Background: an optimization exercise with open tools, aiming at small area. Do not read the settings as production practice.
In this exercise RTL edits were held to simulation tests only and were not proved equivalent to the original.

## flow/design.v (module list and top-level ports; edited modules follow where they fit)
// module FFT32_pipeline: 76 lines
// module sdf_stage1: 25 lines
// module sdf_stage2: 21 lines
// module sdf_stage3: 36 lines
// module addsub12: 19 lines
// module sdf_stage4: 18 lines
// module sdf_stage5: 13 lines
// module fa_cell: 4 lines
// module ha_cell: 4 lines
// module addsat11: 18 lines
// module butterfly_unit: 11 lines
// module twiddle_rot: 1007 lines
// module m724g: 141 lines
// module triv_rot: 34 lines
// module bitswap: 15 lines
module FFT32_pipeline (
    input clk,
    input i_rst,
    input signed [10:0] FFTInRe,
    input signed [10:0] FFTInIm,
    input in_valid,
    output signed [10:0] MDCOutUpRe,
    output signed [10:0] MDCOutUpIm,
    output signed [10:0] MDCOutDownRe,
    output signed [10:0] MDCOutDownIm,
    output MDC_out_valid,
    output signed [10:0] FFTOutRe,
    output signed [10:0] FFTOutIm,
    output FFT_out_valid
);
  // ...
==> flow/run.sh <==
#!/bin/bash
# synth_recipe.tcl (not shown) runs the flow's synth.tcl, then flattens the netlist and writes it again
# the make line also repeats each setting of config.mk as NAME=value (left out here)
make -C /OpenROAD-flow-scripts/flow DESIGN_CONFIG=/design/flow/config.mk WORK_HOME=/design/flow/orfs CLKGATE_MAP_FILE= SYNTH_SCRIPT=/design/flow/synth_recipe.tcl finish
==> flow/config.mk <==
export PLATFORM = sky130hd
export DESIGN_NAME = FFT32_pipeline
export DESIGN_NICKNAME = FFT32_pipeline
export VERILOG_FILES = /design/flow/design.v
export SDC_FILE = /design/flow/constraint.sdc
export NUM_CORES = 8
export LEC_CHECK = 0
export CAP_MARGIN = 0
export CORE_MARGIN = 2
export CORE_UTILIZATION = 70
export CTS_BUF_LIST = sky130_fd_sc_hd__clkbuf_2 sky130_fd_sc_hd__clkbuf_4 sky130_fd_sc_hd__clkbuf_8
export SLEW_MARGIN = 0
export SYNTH_HIERARCHICAL = 1
==> flow/constraint.sdc <==
create_clock -name core_clock -period 9.0 [get_ports {clk}]
set_input_delay 1.8000 -clock core_clock [delete_from_list [all_inputs] [get_ports {clk}]]
set_output_delay 1.8000 -clock core_clock [all_outputs]
set_load 0.01 [all_outputs]
==> flow_results.xml, run 1 <==
<?xml version="1.0" encoding="UTF-8"?>
<metrics>
  <group name="setup_path">
    <metric name="crit_required" unit="ns">9.76</metric>
    <metric name="cpMostUsedCell" unit="">fa_1</metric>
    <metric name="setup.reg_to_reg.worst_slack" unit="ns">0.12</metric>
    <metric name="path_class" unit="">flip-flop to flip-flop</metric>
  </group>
  <group name="status">
    <metric name="outcome" unit="">complete, no violations</metric>
  </group>
  <group name="worst_hold_path">
    <metric name="worstHoldEndpoint" unit="">bs2.D[4][17]$_DFF_P_</metric>
    <metric name="timing.hold.worst.class" unit="">flip-flop to flip-flop</metric>
  </group>
  <group name="finish">
    <metric name="largestRegisters" unit="">st1.D: 352 flops, bs2.D: 330 flops, st2.D: 176 flops</metric>
    <metric name="num-multi-input-gates" unit="">2616</metric>
  </group>
  <group name="sta">
    <metric name="slew_violations" unit="">0</metric>
    <metric name="final.setup.worst_slack" unit="ns">0.119</metric>
  </group>
  <group name="drt">
    <metric name="drt_drc_violations_left" unit="">0</metric>
    <metric name="detailed_route_via_count" unit="">36600</metric>
    <metric name="drt.antenna.violating_nets" unit="">0</metric>
  </group>
  <group name="cts">
    <metric name="path_clk_slew" unit="ns">0.07</metric>
    <metric name="cts_post_setup_buffers_inserted" unit="">9</metric>
  </group>
  <group name="placement">
    <metric name="place_inst" unit="">5598</metric>
    <metric name="placement.io_buffers" unit="">92</metric>
  </group>
  <group name="floorplanning">
    <metric name="die-area" unit="um^2">83700</metric>
    <metric name="core_footprint" unit="um^2">80500</metric>
  </group>
  <group name="yosys">
    <metric name="avgSynthCellArea" unit="um^2">12.6</metric>
  </group>
  <group name="global_routing">
    <metric name="grt_max_degree" unit="">61</metric>
    <metric name="groute.layer.met1.usage" unit="%">52.0</metric>
    <metric name="grt_first_pass_wirelength" unit="um">242000</metric>
  </group>
</metrics>
==> run 2, diff against run 1 <==
==> flow/config.mk (replaced) <==
export PLATFORM = sky130hd
export DESIGN_NAME = FFT32_pipeline
export DESIGN_NICKNAME = FFT32_pipeline
export VERILOG_FILES = /design/flow/design.v
export SDC_FILE = /design/flow/constraint.sdc
export NUM_CORES = 8
export LEC_CHECK = 0
export CAP_MARGIN = 20
export CORE_MARGIN = 2
export CORE_UTILIZATION = 60
export CTS_BUF_LIST = sky130_fd_sc_hd__clkbuf_4 sky130_fd_sc_hd__clkbuf_8
export SLEW_MARGIN = 20
export SYNTH_HIERARCHICAL = 1
==> run 2 against run 1 <==
  * Routed wire length decreased by 11%
  * Final cell count increased by 4.1%
  * Die area increased by 16%
  * Sequential share of layout area decreased by 0.24 points
  * Non-clock buffer count increased by 39
  * Critical endpoint is now FFTOutIm[6]
  * Largest cell class unchanged
==> flow_results.xml, run 2 <==
<?xml version="1.0" encoding="UTF-8"?>
<metrics>
  <group name="setup_path">
    <metric name="critical_path.reg2reg.startpoint" unit="">cnt[0]$_DFFE_PP0P_</metric>
    <metric name="setup.reg_to_reg.worst_slack" unit="ns">0.26</metric>
    <metric name="crit-reg2reg-capture" unit="">rot.t2_lo_q[5]$_DFF_P_</metric>
    <metric name="worstPathMaxFanout" unit="">4</metric>
    <metric name="cp_cell_sequence" unit="">ha_1 -&gt; fa_2 -&gt; fa_1 -&gt; fa_2 -&gt; fa_1 -&gt; fa_2 -&gt; fa_2 -&gt; fa_2 -&gt; fa_2 -&gt; fa_2 -&gt; fa_2 -&gt; xor2_4 -&gt; buf_6 -&gt; buf_4 -&gt; mux2i_1 -&gt; mux2_4 -&gt; mux2_4 -&gt; mux2_4 -&gt; dlygate4sd2_1</metric>
    <metric name="worst_setup_path_end_kind" unit="">output port</metric>
    <metric name="worstSetupStartpointType" unit="">flip-flop</metric>
    <metric name="timing.critical_path.slowest_stage_cell" unit="">fa_1</metric>
    <metric name="rr_worst_depth" unit="">24</metric>
    <metric name="cpMostUsedCell" unit="">fa_2</metric>
    <metric name="cp.arrival" unit="ns">6.98</metric>
    <metric name="crit_required" unit="ns">7.20</metric>
    <metric name="path_class" unit="">flip-flop to output port</metric>
    <metric name="cpPeakStageDelay" unit="ns">0.39</metric>
  </group>
  <group name="drt">
    <metric name="drt.antenna.violating_nets" unit="">0</metric>
    <metric name="drt_drc_violations_left" unit="">0</metric>
    <metric name="drt-initial-drc-count" unit="">3030</metric>
    <metric name="detail_route.first_pass.iterations" unit="">6</metric>
    <metric name="detail_route.wirelength" unit="um">147000</metric>
    <metric name="detail_route.wl_per_cell" unit="um">23.6</metric>
    <metric name="vias_per_cell" unit="">5.60</metric>
    <metric name="detailed_route_via_count" unit="">34800</metric>
  </group>
  <group name="cts">
    <metric name="path_clk_slew" unit="ns">0.06</metric>
    <metric name="number_of_buffers_added_by_the_clock_tree_synthesis_step" unit="">189</metric>
    <metric name="clockBufferDepth" unit="">3</metric>
    <metric name="depth_of_the_cts_h_tree" unit="">4</metric>
    <metric name="clock_insertion_delay_worst_skew" unit="ns">0.91</metric>
    <metric name="clock-sinks" unit="">1276</metric>
    <metric name="clock_tree_from_tritoncts" unit="">built</metric>
    <metric name="ctsRootBufferMaster" unit="">clkbuf_8</metric>
  </group>
  <group name="finish">
    <metric name="most_used_cells_in_the_layout_excluding_fill_and_tap_cells" unit="">dfxtp_1 (1,267), fa_1 (478), inv_1 (379)</metric>
    <metric name="largestRegisters" unit="">st1.D: 352 flops, bs2.D: 330 flops, st2.D: 176 flops</metric>
    <metric name="largest_register" unit="">st1.D</metric>
    <metric name="largest_register_ff_count" unit="">352</metric>
    <metric name="fillCellCount" unit="">6966</metric>
    <metric name="postLayoutCellArea" unit="um^2">63700</metric>
    <metric name="drive_gt1_share" unit="%">23.9</metric>
    <metric name="layout.cells.most_common" unit="">dfxtp_1</metric>
    <metric name="finalNetCount" unit="">5376</metric>
    <metric name="area_growth_syn_to_layout" unit="%">11.8</metric>
  </group>
  <group name="sta">
    <metric name="period_minus_slack" unit="ns">8.78</metric>
    <metric name="finalHoldViolCount" unit="">0</metric>
    <metric name="relSlewSlack" unit="%">28.6</metric>
    <metric name="worst_pin_slew" unit="ns">1.06</metric>
    <metric name="setup_violations" unit="">0</metric>
    <metric name="slew_violations" unit="">0</metric>
    <metric name="final_min_period_over_clock_period" unit="%">97.6</metric>
    <metric name="max_freq" unit="MHz">114</metric>
    <metric name="worst_clock_skew" unit="ns">0.0489</metric>
  </group>
  <group name="global_routing">
    <metric name="grt_max_degree" unit="">49</metric>
    <metric name="globalRouteOverflowTotal" unit="">0</metric>
    <metric name="grt_pass1_vias" unit="">35800</metric>
    <metric name="number_of_antenna_violations_at_the_first_check_in_global_routing" unit="">6</metric>
    <metric name="groute.usage.overall" unit="%">30.5</metric>
    <metric name="grt_first_pass_wirelength" unit="um">223000</metric>
  </group>
  <group name="worst_hold_path">
    <metric name="min_delay_path_depth" unit="">0</metric>
    <metric name="timing.hold.worst.class" unit="">flip-flop to flip-flop</metric>
    <metric name="worstHoldEndpoint" unit="">st2.D[3][14]$_DFF_P_</metric>
    <metric name="min_from" unit="">st2.D[2][14]$_DFF_P_</metric>
  </group>
  <group name="placement">
    <metric name="placement.io_buffers" unit="">92</metric>
    <metric name="placement_stage_cell_area" unit="um^2">59300</metric>
    <metric name="dp_hpwl" unit="um">107000</metric>
    <metric name="gp_routability_congestion" unit="">1.02</metric>
  </group>
  <group name="yosys">
    <metric name="syn_nets" unit="">5121</metric>
    <metric name="synthesis_warning_total" unit="">22</metric>
    <metric name="synth.cell_area" unit="um^2">57000</metric>
    <metric name="avgSynthCellArea" unit="um^2">12.6</metric>
    <metric name="synth_cells" unit="">4531</metric>
  </group>
  <group name="flow_run">
    <metric name="maxCapViolations" unit="">0</metric>
  </group>
  <group name="floorplanning">
    <metric name="die-area" unit="um^2">97500</metric>
    <metric name="floorplan.die.width" unit="um">312</metric>
    <metric name="std_cell_rows" unit="">113</metric>
    <metric name="core_footprint" unit="um^2">94600</metric>
    <metric name="initial_standard_cell_utilization_of_the_core" unit="%">60.3</metric>
    <metric name="die-height" unit="um">312</metric>
    <metric name="top_level_ports" unit="">93</metric>
  </group>
  <group name="status">
    <metric name="outcome" unit="">complete, no violations</metric>
  </group>
</metrics>
run 2: worst max path at each step:
stage,from,endpoint
6_report,st5.D0[0]$_DFF_P_,FFTOutIm[6]
5_1_grt,cnt[0]$_DFFE_PP0P_,rot.t2_lo_q[5]$_DFF_P_
4_1_cts,st5.D0[0]$_DFF_P_,FFTOutIm[6]
3_5_place_dp,cnt[0]$_DFFE_PP0P_,rot.t2_h20_0$_DFF_P_
3_3_place_gp,cnt[0]$_DFFE_PP0P_,rot.t2_h20_0$_DFF_P_
2_1_floorplan,cnt[1]$_DFFE_PP0P_,rot.t2_lo_q[5]$_DFF_P_
run 2: layout make-up:
cell class / instances / area, um^2 / area share, %
multi-input cells: 2614 / 28300 / 44.3
flip-flops and latches: 1276 / 25600 / 40.1
clock buffers: 288 / 3610 / 5.66
repair buffers: 320 / 2730 / 4.28
well taps: 1265 / 1580 / 2.48
inverters: 385 / 1450 / 2.27
clock inverters: 51 / 532 / 0.834
diodes: 3 / 7.51 / 0.0118
run 2: routing by layer:
metal	part of all wire, %	GRT usage [%]	vias up
met1	44	42.4	17300
met4	4.8	14.6	6
met5	0.029	0	-
li1	-	-	15800
met2	44	46.0	1240
met3	6.4	6.08	364
run 2: metrics by stage:
stage | hold slack [ns] | setup TNS (ns) | cells | worst slack, ns | utilization (%)
floorplan | 0.310 | 0 | 4531 | 0.397 | -
global placement | 0.310 | 0 | 5842 | 0.157 | 62.7
detailed placement | 0.312 | 0 | 5842 | 0.0366 | 62.7
CTS | 0.291 | 0 | 6192 | 0.000771 | 67.3
global route | 0.282 | -0.00255 | 6200 | -0.00255 | 67.4
finish | 0.297 | 0 | 6202 | 0.217 | 67.4
run 2: critical path, delay by kind of cell, from the launching register on:
kind | cells | cell delay [ns]
adder cells (fa/ha/maj) | 11 | 3.88
multiplexers | 4 | 1.11
buffers and inverters | 3 | 0.58
flip-flops | 1 | 0.33
XOR/XNOR | 1 | 0.19
run 2: what timing repair did:
item	4_1_cts	5_1_grt
endpoints found under the setup margin	22	27
gates cloned	2	0
gates resized for setup	47	17
hold buffers	0	0
pin swaps	4	4
setup buffers	9	7
==> run 3, diff against run 2 <==
--- a/flow/config.mk
+++ b/flow/config.mk
@@ -7,7 +7,6 @@
 export LEC_CHECK = 0
 export CAP_MARGIN = 20
 export CORE_MARGIN = 2
-export CORE_UTILIZATION = 60
-export CTS_BUF_LIST = sky130_fd_sc_hd__clkbuf_4 sky130_fd_sc_hd__clkbuf_8
+export CORE_UTILIZATION = 40
 export SLEW_MARGIN = 20
 export SYNTH_HIERARCHICAL = 1
==> run 3 against run 2 <==
  * Still clean
  * Non-clock buffer count increased by 15
  * Clock skew decreased by 0.020 ns
  * Fmax decreased by 0.42%
  * Register-to-register slack better by 0.07 ns
  * Highest routed layer is now met4
==> flow_results.xml, run 3 <==
<?xml version="1.0" encoding="UTF-8"?>
<metrics>
  <group name="finish">
    <metric name="fillCellCount" unit="">12800</metric>
    <metric name="most_used_cells_in_the_layout_excluding_fill_and_tap_cells" unit="">dfxtp_1 (1,265), fa_1 (481), inv_1 (379)</metric>
    <metric name="largestRegisters" unit="">st1.D: 352 flops, bs2.D: 330 flops, st2.D: 176 flops</metric>
    <metric name="finalNetCount" unit="">5334</metric>
    <metric name="largest_register" unit="">st1.D</metric>
    <metric name="drive_gt1_share" unit="%">22.2</metric>
    <metric name="layout.cells.most_common" unit="">dfxtp_1</metric>
    <metric name="area_growth_syn_to_layout" unit="%">14.4</metric>
    <metric name="largest_register_ff_count" unit="">352</metric>
    <metric name="postLayoutCellArea" unit="um^2">65200</metric>
  </group>
  <group name="placement">
    <metric name="placement.io_buffers" unit="">92</metric>
    <metric name="gp_routability_congestion" unit="">0.986</metric>
    <metric name="dp_worst_setup_slack" unit="ns">0.169</metric>
    <metric name="placement_stage_cell_area" unit="um^2">60300</metric>
    <metric name="dp_hpwl" unit="um">115000</metric>
  </group>
  <group name="sta">
    <metric name="worst_hold_slack" unit="ns">0.301</metric>
    <metric name="slew_violations" unit="">0</metric>
    <metric name="worst_pin_slew" unit="ns">1.13</metric>
    <metric name="setup_violations" unit="">0</metric>
    <metric name="setup-tns-final" unit="ns">0</metric>
    <metric name="relSlewSlack" unit="%">24.8</metric>
    <metric name="worst_clock_skew" unit="ns">0.0293</metric>
    <metric name="final_min_period_over_clock_period" unit="%">98.0</metric>
    <metric name="finalHoldViolCount" unit="">0</metric>
    <metric name="final.setup.worst_slack" unit="ns">0.180</metric>
    <metric name="max_freq" unit="MHz">113</metric>
    <metric name="period_minus_slack" unit="ns">8.82</metric>
  </group>
  <group name="cts">
    <metric name="clock-sinks" unit="">1276</metric>
    <metric name="number_of_buffers_added_by_the_clock_tree_synthesis_step" unit="">132</metric>
    <metric name="clockBufferDepth" unit="">3</metric>
    <metric name="path_clk_slew" unit="ns">0.06</metric>
    <metric name="clock_tree_from_tritoncts" unit="">built</metric>
    <metric name="ctsRootBufferMaster" unit="">clkbuf_16</metric>
    <metric name="clock_insertion_delay_worst_skew" unit="ns">0.76</metric>
    <metric name="cts_hold_buffers" unit="">0</metric>
    <metric name="depth_of_the_cts_h_tree" unit="">4</metric>
  </group>
  <group name="worst_hold_path">
    <metric name="worstHoldEndpoint" unit="">st2.D[6][12]$_DFF_P_</metric>
    <metric name="min_from" unit="">st2.D[5][12]$_DFF_P_</metric>
    <metric name="min_delay_path_depth" unit="">0</metric>
    <metric name="timing.hold.worst.class" unit="">flip-flop to flip-flop</metric>
  </group>
  <group name="drt">
    <metric name="detail_route.wirelength" unit="um">154000</metric>
    <metric name="drt_drc_violations_left" unit="">0</metric>
    <metric name="drt.antenna.violating_nets" unit="">0</metric>
    <metric name="detailed_route_via_count" unit="">34300</metric>
    <metric name="drt-initial-drc-count" unit="">2554</metric>
    <metric name="vias_per_cell" unit="">5.09</metric>
    <metric name="detail_route.wl_per_cell" unit="um">22.8</metric>
    <metric name="detail_route.first_pass.iterations" unit="">6</metric>
  </group>
  <group name="setup_path">
    <metric name="worst_setup_path_end_kind" unit="">output port</metric>
    <metric name="cp.arrival" unit="ns">7.02</metric>
    <metric name="worstPathMaxFanout" unit="">4</metric>
    <metric name="setup.reg_to_reg.worst_slack" unit="ns">0.33</metric>
    <metric name="worstSetupStartpointType" unit="">flip-flop</metric>
    <metric name="crit-reg2reg-capture" unit="">rot.t1_lo_q[5]$_DFF_P_</metric>
    <metric name="rr_worst_depth" unit="">28</metric>
    <metric name="crit_required" unit="ns">7.20</metric>
    <metric name="critical_path.reg2reg.startpoint" unit="">cnt[0]$_DFFE_PP0P_</metric>
    <metric name="path_class" unit="">flip-flop to output port</metric>
  </group>
  <group name="floorplanning">
    <metric name="die-height" unit="um">382</metric>
    <metric name="core_footprint" unit="um^2">142000</metric>
    <metric name="top_level_ports" unit="">93</metric>
    <metric name="std_cell_rows" unit="">138</metric>
    <metric name="die-area" unit="um^2">146000</metric>
    <metric name="floorplan.die.width" unit="um">382</metric>
    <metric name="initial_standard_cell_utilization_of_the_core" unit="%">40.3</metric>
  </group>
  <group name="flow_run">
    <metric name="maxCapViolations" unit="">0</metric>
  </group>
  <group name="yosys">
    <metric name="synth_cells" unit="">4531</metric>
    <metric name="synthesis_warning_total" unit="">22</metric>
    <metric name="avgSynthCellArea" unit="um^2">12.6</metric>
    <metric name="syn_nets" unit="">5121</metric>
    <metric name="synth.cell_area" unit="um^2">57000</metric>
  </group>
  <group name="global_routing">
    <metric name="number_of_antenna_violations_at_the_first_check_in_global_routing" unit="">0</metric>
    <metric name="grt_pass1_vias" unit="">35100</metric>
    <metric name="grt_first_pass_wirelength" unit="um">230000</metric>
    <metric name="grt_max_degree" unit="">69</metric>
    <metric name="groute.usage.overall" unit="%">21.1</metric>
    <metric name="globalRouteOverflowTotal" unit="">0</metric>
  </group>
  <group name="status">
    <metric name="outcome" unit="">complete, no violations</metric>
  </group>
</metrics>
-- run 3: routing by layer --
| layer | GRT usage (%) | share of wire, % | vias to the layer above | wire (um) |
|---|---|---|---|---|
| met5 | 0 | 0 | - | 0 |
| li1 | - | - | 15700 | - |
| met3 | 3.63 | 5.4 | 306 | 8240 |
| met4 | 10.1 | 5.2 | 0 | 7930 |
| met1 | 28.3 | 44 | 17200 | 67500 |
| met2 | 33.2 | 46 | 1104 | 70000 |
-- run 3: worst max-delay path, stage by stage, from the launching register on --
cell and delay [ns]:
dfxtp_1 0.34, ha_1 0.20, fa_1 0.38, fa_1 0.39, fa_1 0.40, fa_2 0.36, fa_2 0.36, fa_2 0.35
fa_1 0.38, fa_1 0.40, fa_2 0.39, fa_2 0.38, xor2_2 0.24, buf_4 0.19, mux2i_1 0.13, mux2_4 0.36
mux2_4 0.26, mux2_4 0.26, clkdlybuf4s50_1 0.48
-- run 3: area by class of cell --
class	instances	area (um^2)	share of cell area [%]
clock buffer	167	3620	5.56
inverter	385	1450	2.22
antenna	1	2.50	0.00384
timing repair buffer	335	2930	4.49
multi-input combinational	2614	28200	43.3
tap	1890	2360	3.63
clock inverter	70	998	1.53
sequential	1276	25600	39.3
-- run 3: through the flow --
| stage | instances | util (%) |
|---|---|---|
| final | 6738 | 46.1 |
| after global routing | 6737 | 46.1 |
| after CTS | 6729 | 45.9 |
| after detailed placement | 6485 | 42.6 |
| after global placement | 6485 | 42.6 |
| after floorplan | 4531 | - |
-- run 3: worst max path at each step --
stage / slack [ns] / cells after the start / endpoint / start
final: 0.18 / 18 / FFTOutIm[5] / r4[0]$_DFF_P_
after detailed placement: 0.17 / 27 / rot.t2_lo_q[5]$_DFF_P_ / cnt[1]$_DFFE_PP0P_
after global routing: -0.03 / 18 / FFTOutIm[5] / st5.D0[0]$_DFF_P_
after global placement: 0.25 / 26 / rot.t1_lo_q[5]$_DFF_P_ / cnt[0]$_DFFE_PP0P_
after floorplan: 0.40 / 30 / rot.t2_lo_q[5]$_DFF_P_ / cnt[1]$_DFFE_PP0P_
after CTS: 0.006 / 19 / FFTOutRe[7] / st5.D0[11]$_DFF_P_
-- run 3: what timing repair did --
item / in CTS / in global routing
hold endpoints to repair: 0 / 0
setup buffers: 6 / 7
endpoints found under the setup margin: 22 / 28
pin swaps: 1 / 2
cloned: 1 / 1
resized for setup: 18 / 27
==> run 4, diff against run 3 <==
--- a/flow/config.mk
+++ b/flow/config.mk
@@ -7,6 +7,9 @@
 export LEC_CHECK = 0
 export CAP_MARGIN = 20
 export CORE_MARGIN = 2
-export CORE_UTILIZATION = 40
+export CORE_UTILIZATION = 60
+export CTS_BUF_LIST = sky130_fd_sc_hd__clkbuf_4 sky130_fd_sc_hd__clkbuf_8 sky130_fd_sc_hd__clkbuf_16
+export CTS_CLUSTER_DIAMETER = 60
+export CTS_CLUSTER_SIZE = 20
 export SLEW_MARGIN = 20
 export SYNTH_HIERARCHICAL = 1
==> run 4 against run 3 <==
  * Register-to-register slack worse by 0.08 ns
  * First-iteration DRC count up 14%
  * Die area down 33%
  * Critical path type unchanged
  * Design area down 4.0%
  * Critical endpoint is now FFTOutRe[3]
  * Sequential cell count unchanged
  * Highest routed layer is now met5
  * Still clean on timing, DRC and antenna
  * Critical path depth unchanged
  * Global-route usage up 8.9 points
==> flow_results.xml, run 4 <==
<?xml version="1.0" encoding="UTF-8"?>
<metrics>
  <group name="finish">
    <metric name="seqCellArea" unit="um^2">25600</metric>
    <metric name="finalNetCount" unit="">5275</metric>
    <metric name="largest_register" unit="">st1.D</metric>
    <metric name="layout.cells.most_common" unit="">dfxtp_1</metric>
    <metric name="area_growth_syn_to_layout" unit="%">9.81</metric>
    <metric name="largestRegisters" unit="">st1.D: 352 flops, bs2.D: 330 flops, st2.D: 176 flops</metric>
    <metric name="fillCellCount" unit="">7040</metric>
    <metric name="area_taken_by_multi_input_logic_gates" unit="um^2">28200</metric>
    <metric name="finalNonFillerCells" unit="">6000</metric>
    <metric name="most_used_cells_in_the_layout_excluding_fill_and_tap_cells" unit="">dfxtp_1 (1,267), fa_1 (487), inv_1 (379)</metric>
    <metric name="largest_register_ff_count" unit="">352</metric>
    <metric name="drive_gt1_share" unit="%">20.4</metric>
  </group>
  <group name="cts">
    <metric name="cts_hold_buffers" unit="">0</metric>
    <metric name="clockBufferDepth" unit="">3</metric>
    <metric name="ctsRootBufferMaster" unit="">clkbuf_16</metric>
    <metric name="clock_tree_from_tritoncts" unit="">built</metric>
    <metric name="clock_insertion_delay_worst_skew" unit="ns">0.69</metric>
    <metric name="number_of_buffers_added_by_the_clock_tree_synthesis_step" unit="">91</metric>
    <metric name="depth_of_the_cts_h_tree" unit="">3</metric>
    <metric name="clock-sinks" unit="">1276</metric>
    <metric name="path_clk_slew" unit="ns">0.08</metric>
  </group>
  <group name="sta">
    <metric name="setup-tns-final" unit="ns">0</metric>
    <metric name="final.setup.worst_slack" unit="ns">0.173</metric>
    <metric name="relSlewSlack" unit="%">23.7</metric>
    <metric name="worst_clock_skew" unit="ns">0.0296</metric>
    <metric name="max_freq" unit="MHz">113</metric>
    <metric name="period_minus_slack" unit="ns">8.83</metric>
    <metric name="setup_violations" unit="">0</metric>
    <metric name="final_min_period_over_clock_period" unit="%">98.1</metric>
    <metric name="finalHoldViolCount" unit="">0</metric>
    <metric name="slew_violations" unit="">0</metric>
    <metric name="worst_pin_slew" unit="ns">1.13</metric>
  </group>
  <group name="yosys">
    <metric name="synth_cells" unit="">4531</metric>
    <metric name="syn_nets" unit="">5121</metric>
    <metric name="synth.cell_area" unit="um^2">57000</metric>
    <metric name="avgSynthCellArea" unit="um^2">12.6</metric>
    <metric name="synthesis_warning_total" unit="">22</metric>
  </group>
  <group name="floorplanning">
    <metric name="die-height" unit="um">312</metric>
    <metric name="core_footprint" unit="um^2">94600</metric>
    <metric name="top_level_ports" unit="">93</metric>
    <metric name="die-area" unit="um^2">97500</metric>
    <metric name="std_cell_rows" unit="">113</metric>
    <metric name="initial_standard_cell_utilization_of_the_core" unit="%">60.3</metric>
    <metric name="floorplan.die.width" unit="um">312</metric>
  </group>
  <group name="global_routing">
    <metric name="number_of_antenna_violations_at_the_first_check_in_global_routing" unit="">5</metric>
    <metric name="grt_first_pass_wirelength" unit="um">220000</metric>
    <metric name="grt_pass1_vias" unit="">34800</metric>
    <metric name="globalRouteOverflowTotal" unit="">0</metric>
    <metric name="groute.usage.overall" unit="%">30.0</metric>
    <metric name="grt_max_degree" unit="">49</metric>
  </group>
  <group name="drt">
    <metric name="drt-initial-drc-count" unit="">2906</metric>
    <metric name="detail_route.wirelength" unit="um">146000</metric>
    <metric name="vias_per_cell" unit="">5.69</metric>
    <metric name="detail_route.first_pass.iterations" unit="">6</metric>
    <metric name="drt.antenna.violating_nets" unit="">0</metric>
    <metric name="detail_route.wl_per_cell" unit="um">24.3</metric>
    <metric name="drt_drc_violations_left" unit="">0</metric>
    <metric name="detailed_route_via_count" unit="">34100</metric>
  </group>
  <group name="setup_path">
    <metric name="path_class" unit="">flip-flop to output port</metric>
    <metric name="worstSetupStartpointType" unit="">flip-flop</metric>
    <metric name="worst_setup_path_end_kind" unit="">output port</metric>
    <metric name="rr_worst_depth" unit="">23</metric>
    <metric name="worstPathMaxFanout" unit="">5</metric>
    <metric name="cp.arrival" unit="ns">7.03</metric>
    <metric name="crit_required" unit="ns">7.20</metric>
    <metric name="setup.reg_to_reg.worst_slack" unit="ns">0.25</metric>
    <metric name="startpoint" unit="">st5.D0[11]$_DFF_P_</metric>
    <metric name="crit-reg2reg-capture" unit="">rot.t2_h20_0$_DFF_P_</metric>
    <metric name="critical_path.reg2reg.startpoint" unit="">cnt[0]$_DFFE_PP0P_</metric>
  </group>
  <group name="flow_run">
    <metric name="maxCapViolations" unit="">0</metric>
  </group>
  <group name="worst_hold_path">
    <metric name="timing.hold.worst.class" unit="">flip-flop to flip-flop</metric>
    <metric name="min_delay_path_depth" unit="">0</metric>
    <metric name="min_from" unit="">st2.D[5][20]$_DFF_P_</metric>
    <metric name="worstHoldEndpoint" unit="">st2.D[6][20]$_DFF_P_</metric>
  </group>
  <group name="placement">
    <metric name="place_inst" unit="">5842</metric>
    <metric name="dp_hpwl" unit="um">107000</metric>
    <metric name="placement.io_buffers" unit="">92</metric>
    <metric name="gp_routability_congestion" unit="">1.02</metric>
    <metric name="dp_worst_setup_slack" unit="ns">0.0366</metric>
  </group>
  <group name="status">
    <metric name="outcome" unit="">complete, no violations</metric>
  </group>
</metrics>
[run 4: layer usage]
metal / track usage (%) / vias to the layer above / wire length (um)
met5: 0 / - / 36
met4: 12.5 / 6 / 6550
met3: 4.90 / 331 / 9070
met2: 46.0 / 1156 / 65000
met1: 42.4 / 17100 / 64900
li1: - / 15500 / -
[run 4: stage by stage]
step	util, %	area (um^2)	hold slack (ns)
floorplan	-	57000	0.310
global placement	62.7	59300	0.310
detailed placement	62.7	59300	0.312
CTS	66.0	62400	0.319
global route	66.2	62600	0.319
finish	66.2	62600	0.313
[run 4: worst max-delay path by stage]
stage	endpoint	slack, ns	cells after the start
after floorplan	rot.t2_lo_q[5]$_DFF_P_	0.40	30
after global placement	rot.t2_h20_0$_DFF_P_	0.16	24
after detailed placement	rot.t2_h20_0$_DFF_P_	0.04	24
after CTS	FFTOutRe[7]	-0.01	18
after global routing	FFTOutRe[3]	-0.01	18
final	FFTOutRe[3]	0.17	18
[run 4: repair_timing]
action / in CTS / in global routing
buffers inserted: 2 / 12
setup endpoints to repair: 19 / 28
pin swaps: 0 / 0
resized for setup: 7 / 27
cloned: 0 / 1
[run 4: critical path, stage by stage (launching register included)]
cell	delay [ns]
dfxtp_1	0.33
ha_1	0.22
fa_1	0.39
fa_1	0.39
fa_1	0.39
fa_1	0.39
fa_1	0.40
fa_2	0.37
fa_2	0.35
fa_1	0.39
fa_2	0.39
fa_2	0.37
xor2_2	0.20
buf_2	0.26
mux2i_1	0.13
mux2_4	0.35
mux2_4	0.27
mux2_4	0.25
clkdlybuf4s50_1	0.47
[run 4: area by class of cell]
| cell class | instances | share of cell area [%] |
|---|---|---|
| antenna | 1 | 0.00400 |
| clock buffer | 98 | 3.83 |
| clock inverter | 44 | 1.06 |
| inverter | 385 | 2.31 |
| multi-input combinational | 2614 | 45.0 |
| sequential | 1276 | 40.9 |
| tap | 1265 | 2.53 |
| timing repair buffer | 317 | 4.36 |
==> module sdf_stage1, before the edit <==
module sdf_stage1 (
    input clk,
    input b,
    input [21:0] din,
    input [21:0] rot,
    input we3,
    input we11,
    output [21:0] tap1,
    output [21:0] tap9,
    output [21:0] dout
);
reg [21:0] D [0:15];
wire [21:0] bs, bd;
butterfly_unit bf (.u(D[15]), .l(din), .s(bs), .d(bd));
assign dout = b ? bs : D[15];
assign tap1 = D[1];
assign tap9 = D[9];
integer j;
always @(posedge clk) begin
    D[0] <= b ? bd : din;
    for (j = 1; j < 16; j = j + 1) D[j] <= D[j-1];
    if (we3) D[3] <= rot;
    if (we11) D[11] <= rot;
end
endmodule
==> module sdf_stage2, before the edit <==
module sdf_stage2 (
    input clk,
    input b,
    input [21:0] din,
    input [21:0] rot,
    input we2,
    output [21:0] tap0,
    output [21:0] dout
);
reg [21:0] D [0:7];
wire [21:0] bs, bd;
butterfly_unit bf (.u(D[7]), .l(din), .s(bs), .d(bd));
assign dout = b ? bs : D[7];
assign tap0 = D[0];
integer j;
always @(posedge clk) begin
    D[0] <= b ? bd : din;
    for (j = 1; j < 8; j = j + 1) D[j] <= D[j-1];
    if (we2) D[2] <= rot;
end
endmodule
==> module sdf_stage3, before the edit <==
module sdf_stage3 (
    input clk,
    input b,
    input [21:0] din,
    input m0,       
    input [1:0] n0,  
    input m1,       
    input w4_1,     
    input m2,       
    output [21:0] dout
);
reg [21:0] D0, D3;
reg [23:0] D1;
reg [22:0] D2;
wire [21:0] bs, bd;
butterfly_unit bf (.u(D3), .l(din), .s(bs), .d(bd));
assign dout = b ? bs : D3;
wire [21:0] tv;
triv_rot tr (.x(D0), .w8(n0[1]), .y(tv));
wire w4_0 = ~n0[1];    
wire [11:0] f1, f2;
addsub12 p1 (.a(D0[21:11]), .b(D0[10:0]), .sub(~w4_0), .y(f1));
addsub12 p2 (.a(D0[21:11]), .b(D0[10:0]), .sub(w4_0), .y(f2));
wire [11:0] ma = m1 ? D1[23:12] : D2[11:0];
wire mng = m1 ? ~w4_1 : 1'b1;
wire [10:0] my;
m724g mul (.a(ma), .ng(mng), .y(my));
always @(posedge clk) begin
    D0 <= b ? bd : din;
    if (m0 & n0[0]) D1 <= {f1, f2};
    else if (m0) D1 <= {2'b00, tv};
    else D1 <= {2'b00, D0};
    D2 <= m1 ? {my, D1[11:0]} : {1'b0, D1[21:0]};
    D3 <= m2 ? {D2[22:12], my} : D2[21:0];
end
endmodule
==> module sdf_stage4, before the edit <==
module sdf_stage4 (
    input clk,
    input b,
    input [21:0] din,
    input m0,
    input w8,
    output [21:0] dout
);
reg [21:0] D0, D1;
wire [21:0] bs, bd, tv;
butterfly_unit bf (.u(D1), .l(din), .s(bs), .d(bd));
assign dout = b ? bs : D1;
triv_rot tr (.x(D0), .w8(w8), .y(tv));
always @(posedge clk) begin
    D0 <= b ? bd : din;
    D1 <= m0 ? tv : D0;
end
endmodule
==> module sdf_stage5, before the edit <==
module sdf_stage5 (
    input clk,
    input b,
    input [21:0] din,
    output [21:0] up,
    output [21:0] dn,
    output [21:0] dout
);
reg [21:0] D0;
butterfly_unit bf (.u(D0), .l(din), .s(up), .d(dn));
assign dout = b ? up : D0;
always @(posedge clk) D0 <= b ? dn : din;
endmodule
==> module triv_rot, before the edit <==
module triv_rot (
    input [21:0] x,
    input w8,
    output [21:0] y
);
wire [10:0] xr = x[21:11], xi = x[10:0];
function [10:0] w0f(input [10:0] v);
    reg inc, dec, an, nr;
    integer i;
    begin
        inc = v[10] & (~v[9] | (v[8:0] == 9'd0));
        dec = ~v[10] & v[9] & (v[8:0] != 9'd0);
        an = 1'b1; nr = 1'b1;
        for (i = 0; i < 11; i = i + 1) begin
            w0f[i] = v[i] ^ ((inc & an) | (dec & nr));
            an = an & v[i];
            nr = nr & ~v[i];
        end
    end
endfunction
function [10:0] negsat(input [10:0] v);
    reg nr, lim;
    integer i;
    begin
        lim = v[10] & (v[9:0] == 10'd0);
        nr = 1'b1;
        for (i = 0; i < 11; i = i + 1) begin
            negsat[i] = ~v[i] ^ (nr & ~lim);
            nr = nr & ~v[i];
        end
    end
endfunction
assign y = w8 ? {xi, negsat(xr)} : {w0f(xr), w0f(xi)};
endmodule
==> run 5, diff against run 4 <==
--- a/flow/design.v
+++ b/flow/design.v
@@ -86,9 +86,12 @@
     output [21:0] dout
 );
 reg [21:0] D [0:15];
-wire [21:0] bs, bd;
-butterfly_unit bf (.u(D[15]), .l(din), .s(bs), .d(bd));
-assign dout = b ? bs : D[15];
+wire [21:0] u = D[15];
+wire [21:0] sr, dr;
+wire [1:0] so, dov;
+bfly_raw bf (.u(u), .l(din), .g(b), .s(sr), .so(so), .d(dr), .dov(dov));
+assign dout = {so[1] ? {u[21], {10{~u[21]}}} : sr[21:11], so[0] ? {u[10], {10{~u[10]}}} : sr[10:0]};
+wire [21:0] bd = {dov[1] ? {u[21], {10{~u[21]}}} : dr[21:11], dov[0] ? {u[10], {10{~u[10]}}} : dr[10:0]};
 assign tap1 = D[1];
 assign tap9 = D[9];
 integer j;
@@ -109,9 +112,12 @@
     output [21:0] dout
 );
 reg [21:0] D [0:7];
-wire [21:0] bs, bd;
-butterfly_unit bf (.u(D[7]), .l(din), .s(bs), .d(bd));
-assign dout = b ? bs : D[7];
+wire [21:0] u = D[7];
+wire [21:0] sr, dr;
+wire [1:0] so, dov;
+bfly_raw bf (.u(u), .l(din), .g(b), .s(sr), .so(so), .d(dr), .dov(dov));
+assign dout = {so[1] ? {u[21], {10{~u[21]}}} : sr[21:11], so[0] ? {u[10], {10{~u[10]}}} : sr[10:0]};
+wire [21:0] bd = {dov[1] ? {u[21], {10{~u[21]}}} : dr[21:11], dov[0] ? {u[10], {10{~u[10]}}} : dr[10:0]};
 assign tap0 = D[0];
 integer j;
 always @(posedge clk) begin
@@ -134,9 +140,12 @@
 reg [21:0] D0, D3;
 reg [23:0] D1;
 reg [22:0] D2;
-wire [21:0] bs, bd;
-butterfly_unit bf (.u(D3), .l(din), .s(bs), .d(bd));
-assign dout = b ? bs : D3;
+wire [21:0] u = D3;
+wire [21:0] sr, dr;
+wire [1:0] so, dov;
+bfly_raw bf (.u(u), .l(din), .g(b), .s(sr), .so(so), .d(dr), .dov(dov));
+assign dout = {so[1] ? {u[21], {10{~u[21]}}} : sr[21:11], so[0] ? {u[10], {10{~u[10]}}} : sr[10:0]};
+wire [21:0] bd = {dov[1] ? {u[21], {10{~u[21]}}} : dr[21:11], dov[0] ? {u[10], {10{~u[10]}}} : dr[10:0]};
 wire [21:0] tv;
 triv_rot tr (.x(D0), .w8(n0[1]), .y(tv));
 wire w4_0 = ~n0[1];    
@@ -184,9 +193,12 @@
     output [21:0] dout
 );
 reg [21:0] D0, D1;
-wire [21:0] bs, bd, tv;
-butterfly_unit bf (.u(D1), .l(din), .s(bs), .d(bd));
-assign dout = b ? bs : D1;
+wire [21:0] u = D1;
+wire [21:0] sr, dr, tv;
+wire [1:0] so, dov;
+bfly_raw bf (.u(u), .l(din), .g(b), .s(sr), .so(so), .d(dr), .dov(dov));
+assign dout = {so[1] ? {u[21], {10{~u[21]}}} : sr[21:11], so[0] ? {u[10], {10{~u[10]}}} : sr[10:0]};
+wire [21:0] bd = {dov[1] ? {u[21], {10{~u[21]}}} : dr[21:11], dov[0] ? {u[10], {10{~u[10]}}} : dr[10:0]};
 triv_rot tr (.x(D0), .w8(w8), .y(tv));
 always @(posedge clk) begin
     D0 <= b ? bd : din;
@@ -202,8 +214,13 @@
     output [21:0] dout
 );
 reg [21:0] D0;
-butterfly_unit bf (.u(D0), .l(din), .s(up), .d(dn));
-assign dout = b ? up : D0;
+wire [21:0] u = D0;
+wire [21:0] sr, dr;
+wire [1:0] so, dov;
+bfly_raw bf (.u(u), .l(din), .g(b), .s(sr), .so(so), .d(dr), .dov(dov));
+assign up = {so[1] ? {u[21], {10{~u[21]}}} : sr[21:11], so[0] ? {u[10], {10{~u[10]}}} : sr[10:0]};
+assign dn = {dov[1] ? {u[21], {10{~u[21]}}} : dr[21:11], dov[0] ? {u[10], {10{~u[10]}}} : dr[10:0]};
+assign dout = up;
 always @(posedge clk) D0 <= b ? dn : din;
 endmodule
 module fa_cell (input a, input b, input c, output s, output co);
@@ -214,14 +231,14 @@
 assign s = a ^ b;
 assign co = a & b;
 endmodule
-module addsat11 #(parameter SUB = 0) (
+module rca11 #(parameter SUB = 0) (
     input [10:0] a,
     input [10:0] b,
-    output [10:0] y
+    output [10:0] s,
+    output ovf
 );
 wire [10:0] bb = SUB ? ~b : b;
 wire [11:0] c;
-wire [10:0] s;
 assign s[0] = SUB ? ~(a[0] ^ bb[0]) : (a[0] ^ bb[0]);
 assign c[1] = SUB ? (a[0] | bb[0]) : (a[0] & bb[0]);
 assign c[0] = 1'b0;
@@ -229,19 +246,22 @@
 generate for (i = 1; i < 11; i = i + 1) begin : g
     fa_cell u (.a(a[i]), .b(bb[i]), .c(c[i]), .s(s[i]), .co(c[i+1]));
 end endgenerate
-wire ovf = c[11] ^ c[10];
-assign y = ovf ? {a[10], {10{~a[10]}}} : s;
+assign ovf = c[11] ^ c[10];
 endmodule
-module butterfly_unit (
+module bfly_raw (
     input [21:0] u,
     input [21:0] l,
+    input g,
     output [21:0] s,
-    output [21:0] d
+    output [1:0] so,
+    output [21:0] d,
+    output [1:0] dov
 );
-addsat11 #(.SUB(0)) a0 (.a(u[21:11]), .b(l[21:11]), .y(s[21:11]));
-addsat11 #(.SUB(0)) a1 (.a(u[10:0]),  .b(l[10:0]),  .y(s[10:0]));
-addsat11 #(.SUB(1)) a2 (.a(u[21:11]), .b(l[21:11]), .y(d[21:11]));
-addsat11 #(.SUB(1)) a3 (.a(u[10:0]),  .b(l[10:0]),  .y(d[10:0]));
+wire [21:0] lg = l & {22{g}};
+rca11 #(.SUB(0)) a0 (.a(u[21:11]), .b(lg[21:11]), .s(s[21:11]), .ovf(so[1]));
+rca11 #(.SUB(0)) a1 (.a(u[10:0]),  .b(lg[10:0]),  .s(s[10:0]),  .ovf(so[0]));
+rca11 #(.SUB(1)) a2 (.a(u[21:11]), .b(l[21:11]),  .s(d[21:11]), .ovf(dov[1]));
+rca11 #(.SUB(1)) a3 (.a(u[10:0]),  .b(l[10:0]),   .s(d[10:0]),  .ovf(dov[0]));
 endmodule
 module twiddle_rot (input clk, input [3:0] k, input [21:0] x, output [21:0] y);
 wire swi = ((k >= 4'd5) & (k <= 4'd7)) | (k >= 4'd13);
@@ -1397,33 +1417,30 @@
     output [21:0] y
 );
 wire [10:0] xr = x[21:11], xi = x[10:0];
-function [10:0] w0f(input [10:0] v);
-    reg inc, dec, an, nr;
-    integer i;
-    begin
-        inc = v[10] & (~v[9] | (v[8:0] == 9'd0));
-        dec = ~v[10] & v[9] & (v[8:0] != 9'd0);
-        an = 1'b1; nr = 1'b1;
-        for (i = 0; i < 11; i = i + 1) begin
-            w0f[i] = v[i] ^ ((inc & an) | (dec & nr));
-            an = an & v[i];
-            nr = nr & ~v[i];
-        end
-    end
-endfunction
-function [10:0] negsat(input [10:0] v);
-    reg nr, lim;
-    integer i;
-    begin
-        lim = v[10] & (v[9:0] == 10'd0);
-        nr = 1'b1;
-        for (i = 0; i < 11; i = i + 1) begin
-            negsat[i] = ~v[i] ^ (nr & ~lim);
-            nr = nr & ~v[i];
-        end
-    end
-endfunction
-assign y = w8 ? {xi, negsat(xr)} : {w0f(xr), w0f(xi)};
+wire inc_r = xr[10] & (~xr[9] | (xr[8:0] == 9'd0));
+wire dec_r = ~xr[10] & xr[9] & (xr[8:0] != 9'd0);
+wire inc_i = xi[10] & (~xi[9] | (xi[8:0] == 9'd0));
+wire dec_i = ~xi[10] & xi[9] & (xi[8:0] != 9'd0);
+wire nz_r = ~(xr[10] & (xr[9:0] == 10'd0));
+wire [9:0] ar = w8 ? xi[9:0] : xr[9:0];
+wire br = dec_r & ~w8;
+wire cr = inc_r & ~w8;
+wire [9:0] ai = w8 ? ~xr[9:0] : xi[9:0];
+wire bi = dec_i & ~w8;
+wire ci = w8 ? nz_r : inc_i;
+wire [10:0] c1, c2;
+assign c1[0] = cr; assign c2[0] = ci;
+wire [9:0] sr, si;
+genvar i;
+generate for (i = 0; i < 10; i = i + 1) begin : g
+    fa_cell f1 (.a(ar[i]), .b(br), .c(c1[i]), .s(sr[i]), .co(c1[i+1]));
+    fa_cell f2 (.a(ai[i]), .b(bi), .c(c2[i]), .s(si[i]), .co(c2[i+1]));
+end endgenerate
+wire ti10 = ~xr[10] ^ (c2[10] & ~bi);
+assign y[21] = w8 ? xi[10] : xr[10];
+assign y[20:11] = sr;
+assign y[10] = w8 ? (~xr[10] ^ c2[10]) : xi[10];
+assign y[9:0] = si;
 endmodule
 module bitswap #(parameter L = 6, parameter P = 3, parameter Q = 1) (
     input clk,
==> flow/config.mk (replaced) <==
export PLATFORM = sky130hd
export DESIGN_NAME = FFT32_pipeline
export DESIGN_NICKNAME = FFT32_pipeline
export VERILOG_FILES = /design/flow/design.v
export SDC_FILE = /design/flow/constraint.sdc
export NUM_CORES = 8
export LEC_CHECK = 0
export CAP_MARGIN = 20
export CORE_MARGIN = 2
export CORE_UTILIZATION = 65
export CTS_BUF_LIST = sky130_fd_sc_hd__clkbuf_16
export CTS_CLUSTER_DIAMETER = 60
export CTS_CLUSTER_SIZE = 24
export SLEW_MARGIN = 20
export SYNTH_HIERARCHICAL = 1
==> run 5 against run 4 <==
  * Final cell count is 6.2% lower
  * Sequential share of layout area up 2.6 points
  * Largest cell class unchanged
  * Clock-buffer cell count decreased by 24
==> flow_results.xml, run 5 <==
<?xml version="1.0" encoding="UTF-8"?>
<metrics>
  <group name="drt">
    <metric name="vias_per_cell" unit="">5.89</metric>
    <metric name="drt-initial-drc-count" unit="">2762</metric>
    <metric name="detail_route.wl_per_cell" unit="um">24.7</metric>
    <metric name="detail_route.wirelength" unit="um">139000</metric>
    <metric name="drt.antenna.violating_nets" unit="">0</metric>
    <metric name="drt_drc_violations_left" unit="">0</metric>
    <metric name="detailed_route_via_count" unit="">33100</metric>
    <metric name="detail_route.first_pass.iterations" unit="">8</metric>
  </group>
  <group name="worst_hold_path">
    <metric name="min_delay_path_depth" unit="">0</metric>
    <metric name="timing.hold.worst.class" unit="">flip-flop to flip-flop</metric>
    <metric name="worstHoldEndpoint" unit="">st1.D[5][15]$_DFF_P_</metric>
    <metric name="min_from" unit="">st1.D[4][15]$_DFF_P_</metric>
  </group>
  <group name="finish">
    <metric name="largest_register_ff_count" unit="">352</metric>
    <metric name="largest_register" unit="">st1.D</metric>
    <metric name="postLayoutCellArea" unit="um^2">58800</metric>
    <metric name="area_growth_syn_to_layout" unit="%">8.82</metric>
    <metric name="area_taken_by_multi_input_logic_gates" unit="um^2">26000</metric>
    <metric name="most_used_cells_in_the_layout_excluding_fill_and_tap_cells" unit="">dfxtp_1 (1,267), fa_1 (522), inv_1 (294)</metric>
    <metric name="largestRegisters" unit="">st1.D: 352 flops, bs2.D: 330 flops, st2.D: 176 flops</metric>
    <metric name="fillCellCount" unit="">5704</metric>
    <metric name="number_of_inserted_diodes" unit="">0</metric>
    <metric name="finalNetCount" unit="">5151</metric>
    <metric name="seqCellArea" unit="um^2">25600</metric>
    <metric name="drive_gt1_share" unit="%">17.4</metric>
    <metric name="layout.cells.most_common" unit="">dfxtp_1</metric>
  </group>
  <group name="setup_path">
    <metric name="worst_setup_path_end_kind" unit="">output port</metric>
    <metric name="worstSetupStartpointType" unit="">flip-flop</metric>
    <metric name="crit-reg2reg-capture" unit="">rot.t1_lo_q[5]$_DFF_P_</metric>
    <metric name="cp.arrival" unit="ns">7.04</metric>
    <metric name="critical_path.reg2reg.startpoint" unit="">cnt[0]$_DFFE_PP0P_</metric>
    <metric name="crit_required" unit="ns">7.20</metric>
    <metric name="worstPathMaxFanout" unit="">22</metric>
    <metric name="rr_worst_depth" unit="">27</metric>
    <metric name="path_class" unit="">flip-flop to output port</metric>
    <metric name="startpoint" unit="">cnt[0]$_DFFE_PP0P_</metric>
    <metric name="setup.reg_to_reg.worst_slack" unit="ns">0.37</metric>
  </group>
  <group name="floorplanning">
    <metric name="initial_standard_cell_utilization_of_the_core" unit="%">65.8</metric>
    <metric name="std_cell_rows" unit="">105</metric>
    <metric name="core_footprint" unit="um^2">82200</metric>
    <metric name="floorplan.die.width" unit="um">292</metric>
    <metric name="die-area" unit="um^2">85500</metric>
    <metric name="top_level_ports" unit="">93</metric>
    <metric name="die-height" unit="um">292</metric>
  </group>
  <group name="sta">
    <metric name="finalHoldViolCount" unit="">0</metric>
    <metric name="max_freq" unit="MHz">113</metric>
    <metric name="slew_violations" unit="">0</metric>
    <metric name="setup-tns-final" unit="ns">0</metric>
    <metric name="worst_pin_slew" unit="ns">1.03</metric>
    <metric name="period_minus_slack" unit="ns">8.84</metric>
    <metric name="worst_clock_skew" unit="ns">0.0405</metric>
    <metric name="final_min_period_over_clock_period" unit="%">98.2</metric>
    <metric name="worst_hold_slack" unit="ns">0.301</metric>
    <metric name="setup_violations" unit="">0</metric>
    <metric name="relSlewSlack" unit="%">31.2</metric>
  </group>
  <group name="global_routing">
    <metric name="globalRouteOverflowTotal" unit="">0</metric>
    <metric name="number_of_antenna_violations_at_the_first_check_in_global_routing" unit="">2</metric>
    <metric name="grt_max_degree" unit="">67</metric>
    <metric name="groute.usage.overall" unit="%">32.9</metric>
    <metric name="grt_pass1_vias" unit="">33900</metric>
    <metric name="grt_first_pass_wirelength" unit="um">210000</metric>
  </group>
  <group name="cts">
    <metric name="clock-sinks" unit="">1276</metric>
    <metric name="number_of_buffers_added_by_the_clock_tree_synthesis_step" unit="">74</metric>
    <metric name="depth_of_the_cts_h_tree" unit="">3</metric>
    <metric name="path_clk_slew" unit="ns">0.09</metric>
    <metric name="ctsRootBufferMaster" unit="">clkbuf_16</metric>
    <metric name="clockBufferDepth" unit="">3</metric>
    <metric name="clock_tree_from_tritoncts" unit="">built</metric>
    <metric name="cts_hold_buffers" unit="">0</metric>
    <metric name="clock_insertion_delay_worst_skew" unit="ns">0.67</metric>
  </group>
  <group name="yosys">
    <metric name="avgSynthCellArea" unit="um^2">12.2</metric>
    <metric name="synthesis_warning_total" unit="">19</metric>
    <metric name="synth.cell_area" unit="um^2">54100</metric>
    <metric name="synth_cells" unit="">4429</metric>
    <metric name="syn_nets" unit="">5057</metric>
  </group>
  <group name="flow_run">
    <metric name="maxCapViolations" unit="">0</metric>
  </group>
  <group name="placement">
    <metric name="gp_routability_congestion" unit="">1.03</metric>
    <metric name="dp_hpwl" unit="um">102000</metric>
    <metric name="placement.io_buffers" unit="">92</metric>
    <metric name="placement_stage_cell_area" unit="um^2">56000</metric>
  </group>
  <group name="status">
    <metric name="outcome" unit="">complete, no violations</metric>
  </group>
</metrics>
## run 5: metal layers
layer  track usage (%)  up-vias  share of wire, %
met4              15.0        2               5.0
met1              44.5    16500                42
met2              52.4     1423                46
met5                 0        -            0.0058
li1                  -    14900                 -
met3              5.67      320               7.0
## run 5: how the worst max path moves through the flow
stage                                        end  slack [ns]
final                               FFTOutRe[10]        0.16
after global placement    rot.t1_lo_q[5]$_DFF_P_        0.33
after detailed placement             FFTOutRe[4]        0.21
after CTS                            FFTOutRe[7]        0.02
after floorplan           rot.t2_lo_q[5]$_DFF_P_        0.36
after global routing                FFTOutRe[10]       -0.01
## run 5: layout make-up
cell class | instances | area share [%]
clock buffer | 74 | 3.15
clock inverter | 36 | 0.961
inverter | 299 | 1.91
multi-input combinational | 2592 | 44.1
sequential | 1276 | 43.5
tap | 1070 | 2.27
timing repair buffer | 280 | 4.09
## run 5: worst max-delay path, stage by stage, from the launching register on
cell and delay [ns]:
dfrtp_2 0.43, buf_12 0.16, and2_2 0.17, ha_1 0.18
fa_1 0.39, fa_2 0.36, fa_1 0.39, fa_1 0.40
fa_1 0.40, fa_2 0.37, fa_2 0.36, fa_2 0.36
fa_2 0.38, fa_2 0.42, xor2_4 0.29, buf_4 0.17
mux2_4 0.32, mux2_2 0.27, mux2_2 0.27, dlygate4sd2_1 0.29
## run 5: repair_timing
action / 4_1_cts / 5_1_grt
hold endpoints to repair: 0 / 0
pin swaps: 1 / 4
endpoints found under the setup margin: 25 / 29
gates resized for setup: 48 / 27
cloned: 2 / 1
setup buffers: 3 / 19
## run 5: stage by stage
step                      util [%]  std cells  setup slack [ns]
final                         71.6       5627             0.164
after detailed placement      68.1       5492             0.208
after global routing          71.6       5627           -0.0140
after floorplan                  -       4429             0.361
after CTS                     71.2       5607            0.0184
after global placement        68.1       5492             0.328
==> run 6, diff against run 5 <==
--- a/flow/config.mk
+++ b/flow/config.mk
@@ -8,8 +8,9 @@
 export CAP_MARGIN = 20
 export CORE_MARGIN = 2
 export CORE_UTILIZATION = 65
-export CTS_BUF_LIST = sky130_fd_sc_hd__clkbuf_16
-export CTS_CLUSTER_DIAMETER = 60
-export CTS_CLUSTER_SIZE = 24
+export CTS_BUF_LIST = sky130_fd_sc_hd__clkbuf_8
+export CTS_CLUSTER_DIAMETER = 50
+export CTS_CLUSTER_SIZE = 16
+export GPL_TIMING_DRIVEN = 0
 export SLEW_MARGIN = 20
 export SYNTH_HIERARCHICAL = 1
==> run 6 against run 5 <==
  * Still clean on timing, DRC and antenna
  * Setup slack got worse by 0.0041 ns
  * Utilization increased by 1.3 points
  * Register-to-register slack got worse by 0.21 ns
  * Critical path depth increased by 10
  * Design area increased by 1.8%
  * Sequential share of layout area decreased by 0.78 points
  * Die area unchanged
  * Sequential cell count unchanged
  * Clock-buffer cell count increased by 38
  * Critical path type is now flip-flop to flip-flop
==> flow_results.xml, run 6 <==
<?xml version="1.0" encoding="UTF-8"?>
<metrics>
  <group name="status">
    <metric name="outcome" unit="">complete, no violations</metric>
  </group>
  <group name="setup_path">
    <metric name="rr_worst_depth" unit="">29</metric>
    <metric name="worstSetupStartpointType" unit="">flip-flop</metric>
    <metric name="worst_setup_path_end_kind" unit="">flip-flop</metric>
    <metric name="path_class" unit="">flip-flop to flip-flop</metric>
    <metric name="timing.critical_path.slowest_stage_cell" unit="">fa_1</metric>
    <metric name="crit_required" unit="ns">9.66</metric>
    <metric name="cpMostUsedCell" unit="">fa_1</metric>
    <metric name="worstPathMaxFanout" unit="">10</metric>
    <metric name="cpPeakStageDelay" unit="ns">0.52</metric>
    <metric name="cp.arrival" unit="ns">9.50</metric>
  </group>
  <group name="floorplanning">
    <metric name="floorplan.die.width" unit="um">292</metric>
    <metric name="initial_standard_cell_utilization_of_the_core" unit="%">65.8</metric>
    <metric name="die-height" unit="um">292</metric>
    <metric name="top_level_ports" unit="">93</metric>
    <metric name="std_cell_rows" unit="">105</metric>
    <metric name="core_footprint" unit="um^2">82200</metric>
    <metric name="die-area" unit="um^2">85500</metric>
  </group>
  <group name="cts">
    <metric name="depth_of_the_cts_h_tree" unit="">3</metric>
    <metric name="clockBufferDepth" unit="">3</metric>
    <metric name="ctsRootBufferMaster" unit="">clkbuf_8</metric>
    <metric name="clock_insertion_delay_worst_skew" unit="ns">0.80</metric>
    <metric name="number_of_buffers_added_by_the_clock_tree_synthesis_step" unit="">108</metric>
    <metric name="clock-sinks" unit="">1276</metric>
    <metric name="path_clk_slew" unit="ns">0.10</metric>
    <metric name="clock_tree_from_tritoncts" unit="">built</metric>
  </group>
  <group name="sta">
    <metric name="finalHoldViolCount" unit="">0</metric>
    <metric name="final_min_period_over_clock_period" unit="%">98.2</metric>
    <metric name="worst_clock_skew" unit="ns">0.0618</metric>
    <metric name="period_minus_slack" unit="ns">8.84</metric>
    <metric name="rsz0062_at_grt" unit="">true</metric>
    <metric name="max_freq" unit="MHz">113</metric>
    <metric name="relSlewSlack" unit="%">26.6</metric>
    <metric name="setup-tns-final" unit="ns">0</metric>
    <metric name="setup_violations" unit="">0</metric>
    <metric name="slew_violations" unit="">0</metric>
    <metric name="worst_pin_slew" unit="ns">1.10</metric>
  </group>
  <group name="global_routing">
    <metric name="grt_first_pass_wirelength" unit="um">220000</metric>
    <metric name="grt_pass1_vias" unit="">35400</metric>
    <metric name="grt_max_degree" unit="">18</metric>
    <metric name="number_of_antenna_violations_at_the_first_check_in_global_routing" unit="">3</metric>
    <metric name="globalRouteOverflowTotal" unit="">0</metric>
    <metric name="groute.usage.overall" unit="%">34.7</metric>
  </group>
  <group name="yosys">
    <metric name="synth.cell_area" unit="um^2">54100</metric>
    <metric name="syn_nets" unit="">5057</metric>
    <metric name="synthesis_warning_total" unit="">19</metric>
    <metric name="synth_cells" unit="">4429</metric>
    <metric name="avgSynthCellArea" unit="um^2">12.2</metric>
  </group>
  <group name="finish">
    <metric name="most_used_cells_in_the_layout_excluding_fill_and_tap_cells" unit="">dfxtp_1 (1,268), fa_1 (509), inv_1 (296)</metric>
    <metric name="area_growth_syn_to_layout" unit="%">10.8</metric>
    <metric name="finalNonFillerCells" unit="">5805</metric>
    <metric name="drive_gt1_share" unit="%">21.3</metric>
    <metric name="largestRegisters" unit="">st1.D: 352 flops, bs2.D: 330 flops, st2.D: 176 flops</metric>
    <metric name="largest_register_ff_count" unit="">352</metric>
    <metric name="largest_register" unit="">st1.D</metric>
    <metric name="finish.utilization" unit="%">72.9</metric>
    <metric name="seqCellArea" unit="um^2">25600</metric>
    <metric name="area_taken_by_multi_input_logic_gates" unit="um^2">26700</metric>
    <metric name="fillCellCount" unit="">5511</metric>
    <metric name="finalNetCount" unit="">5307</metric>
    <metric name="layout.cells.most_common" unit="">dfxtp_1</metric>
  </group>
  <group name="placement">
    <metric name="dp_hpwl" unit="um">111000</metric>
    <metric name="place_inst" unit="">5595</metric>
    <metric name="gp_routability_congestion" unit="">1.08</metric>
    <metric name="placement.io_buffers" unit="">92</metric>
  </group>
  <group name="drt">
    <metric name="detail_route.wl_per_cell" unit="um">25.1</metric>
    <metric name="detailed_route_via_count" unit="">34400</metric>
    <metric name="drt.antenna.violating_nets" unit="">0</metric>
    <metric name="vias_per_cell" unit="">5.92</metric>
    <metric name="detail_route.first_pass.iterations" unit="">7</metric>
    <metric name="drt_drc_violations_left" unit="">0</metric>
    <metric name="drt-initial-drc-count" unit="">3012</metric>
    <metric name="detail_route.wirelength" unit="um">146000</metric>
  </group>
  <group name="worst_hold_path">
    <metric name="timing.hold.worst.class" unit="">flip-flop to flip-flop</metric>
    <metric name="min_delay_path_depth" unit="">0</metric>
  </group>
  <group name="flow_run">
    <metric name="maxCapViolations" unit="">0</metric>
  </group>
</metrics>
-- run 6: changes by cell type in the layout (fill, tap and decap cells not counted), moves of 12 or more --
cell / before / now
clkbuf_8: 0 / 115
buf_2: 0 / 63
fa_2: 11 / 24
nor2_1: 213 / 201
clkbuf_2: 0 / 25
buf_6: 5 / 46
a21oi_1: 82 / 68
buf_4: 178 / 96
clkbuf_1: 0 / 53
fa_1: 522 / 509
clkbuf_16: 74 / 0
-- run 6: worst max-delay path: cells and delay by family (launching register included) --
kind / cells / cell delay (ns)
fa+ha+maj: 13 / 4.71
simple gates: 6 / 1.31
compound gates: 5 / 1.14
buf+inv: 4 / 0.81
flops: 1 / 0.41
mux: 1 / 0.32
-- run 6: worst paths after layout --
path                            slack [ns]                      to                start
max in group asynchronous             7.28      cnt[1]$_DFFE_PP0P_                i_rst
worst max-delay path                  0.16  rot.t2_lo_q[5]$_DFF_P_   cnt[0]$_DFFE_PP0P_
worst min-delay path                  0.28     st2.D[3][4]$_DFF_P_  st2.D[2][4]$_DFF_P_
worst min register to register        0.28     st2.D[3][4]$_DFF_P_  st2.D[2][4]$_DFF_P_
worst max register to register        0.16  rot.t2_lo_q[5]$_DFF_P_   cnt[0]$_DFFE_PP0P_
min in group asynchronous             1.45      cnt[0]$_DFFE_PP0P_                i_rst
-- run 6: cell type report --
cell class,count,share of cell area [%]
diodes,7,0.0292
plain buffers,255,2.98
clock buffers,112,2.57
clock inverters,47,0.873
inverters,299,1.89
multi-input cells,2592,44.5
flip-flops and latches,1276,42.7
well taps,1070,2.23
repair buffers,147,2.20
-- run 6: repair_timing --
action	CTS	global route
endpoints found under the setup margin	70	39
pin swaps	16	26
cloned	2	0
gates resized for setup	191	142
hold buffers	0	0
setup buffers	29	19
-- run 6: metrics by stage --
stage	hold WS, ns	setup slack, ns	instance area (um^2)
floorplan	0.310	0.361	54100
global placement	0.310	-1.93	56300
detailed placement	0.312	-1.97	56400
CTS	0.278	0.000415	59200
global route	0.289	-0.0317	59900
finish	0.279	0.160	59900
-- run 6: routing by layer --
metal  global-route usage (%)  share of wire (%)
met1                     46.0                 40
met2                     54.7                 45
met3                     6.68                7.9
met4                     18.0                6.1
met5                        0              0.082

## separate check: timing with driven ports
In the flow no input, the clock included, has a driving cell. The finished layouts below were timed again as built, in two steps. Step 1: set_driving_cell puts a clkbuf_16 on clk and a buf_2 on each other input, an assumption about the parent block. Step 2 times the ports against the registers' clock, not the clock port: input delays grow and output delays shrink by t, the midpoint of the rising clock arrivals with the driver on. Slacks: ideal ports / drivers / drivers and shift; pairs: ideal ports / drivers.
run | t (ns) | setup slack, ns | latest minus earliest clock arrival (ns)
run 1 | 0.944 | 0.119 / 0.071 / 0.119 | 0.059 / 0.060
run 2 | 0.952 | 0.217 / 0.147 / 0.265 | 0.051 / 0.051
run 3 | 0.821 | 0.180 / 0.106 / 0.329 | 0.033 / 0.034
run 4 | 0.750 | 0.173 / 0.101 / 0.249 | 0.031 / 0.031
run 5 | 0.712 | 0.164 / 0.097 / 0.368 | 0.047 / 0.046
run 6 | 0.853 | 0.160 / 0.110 / 0.160 | 0.085 / 0.085
After both steps every run listed still meets setup and hold.
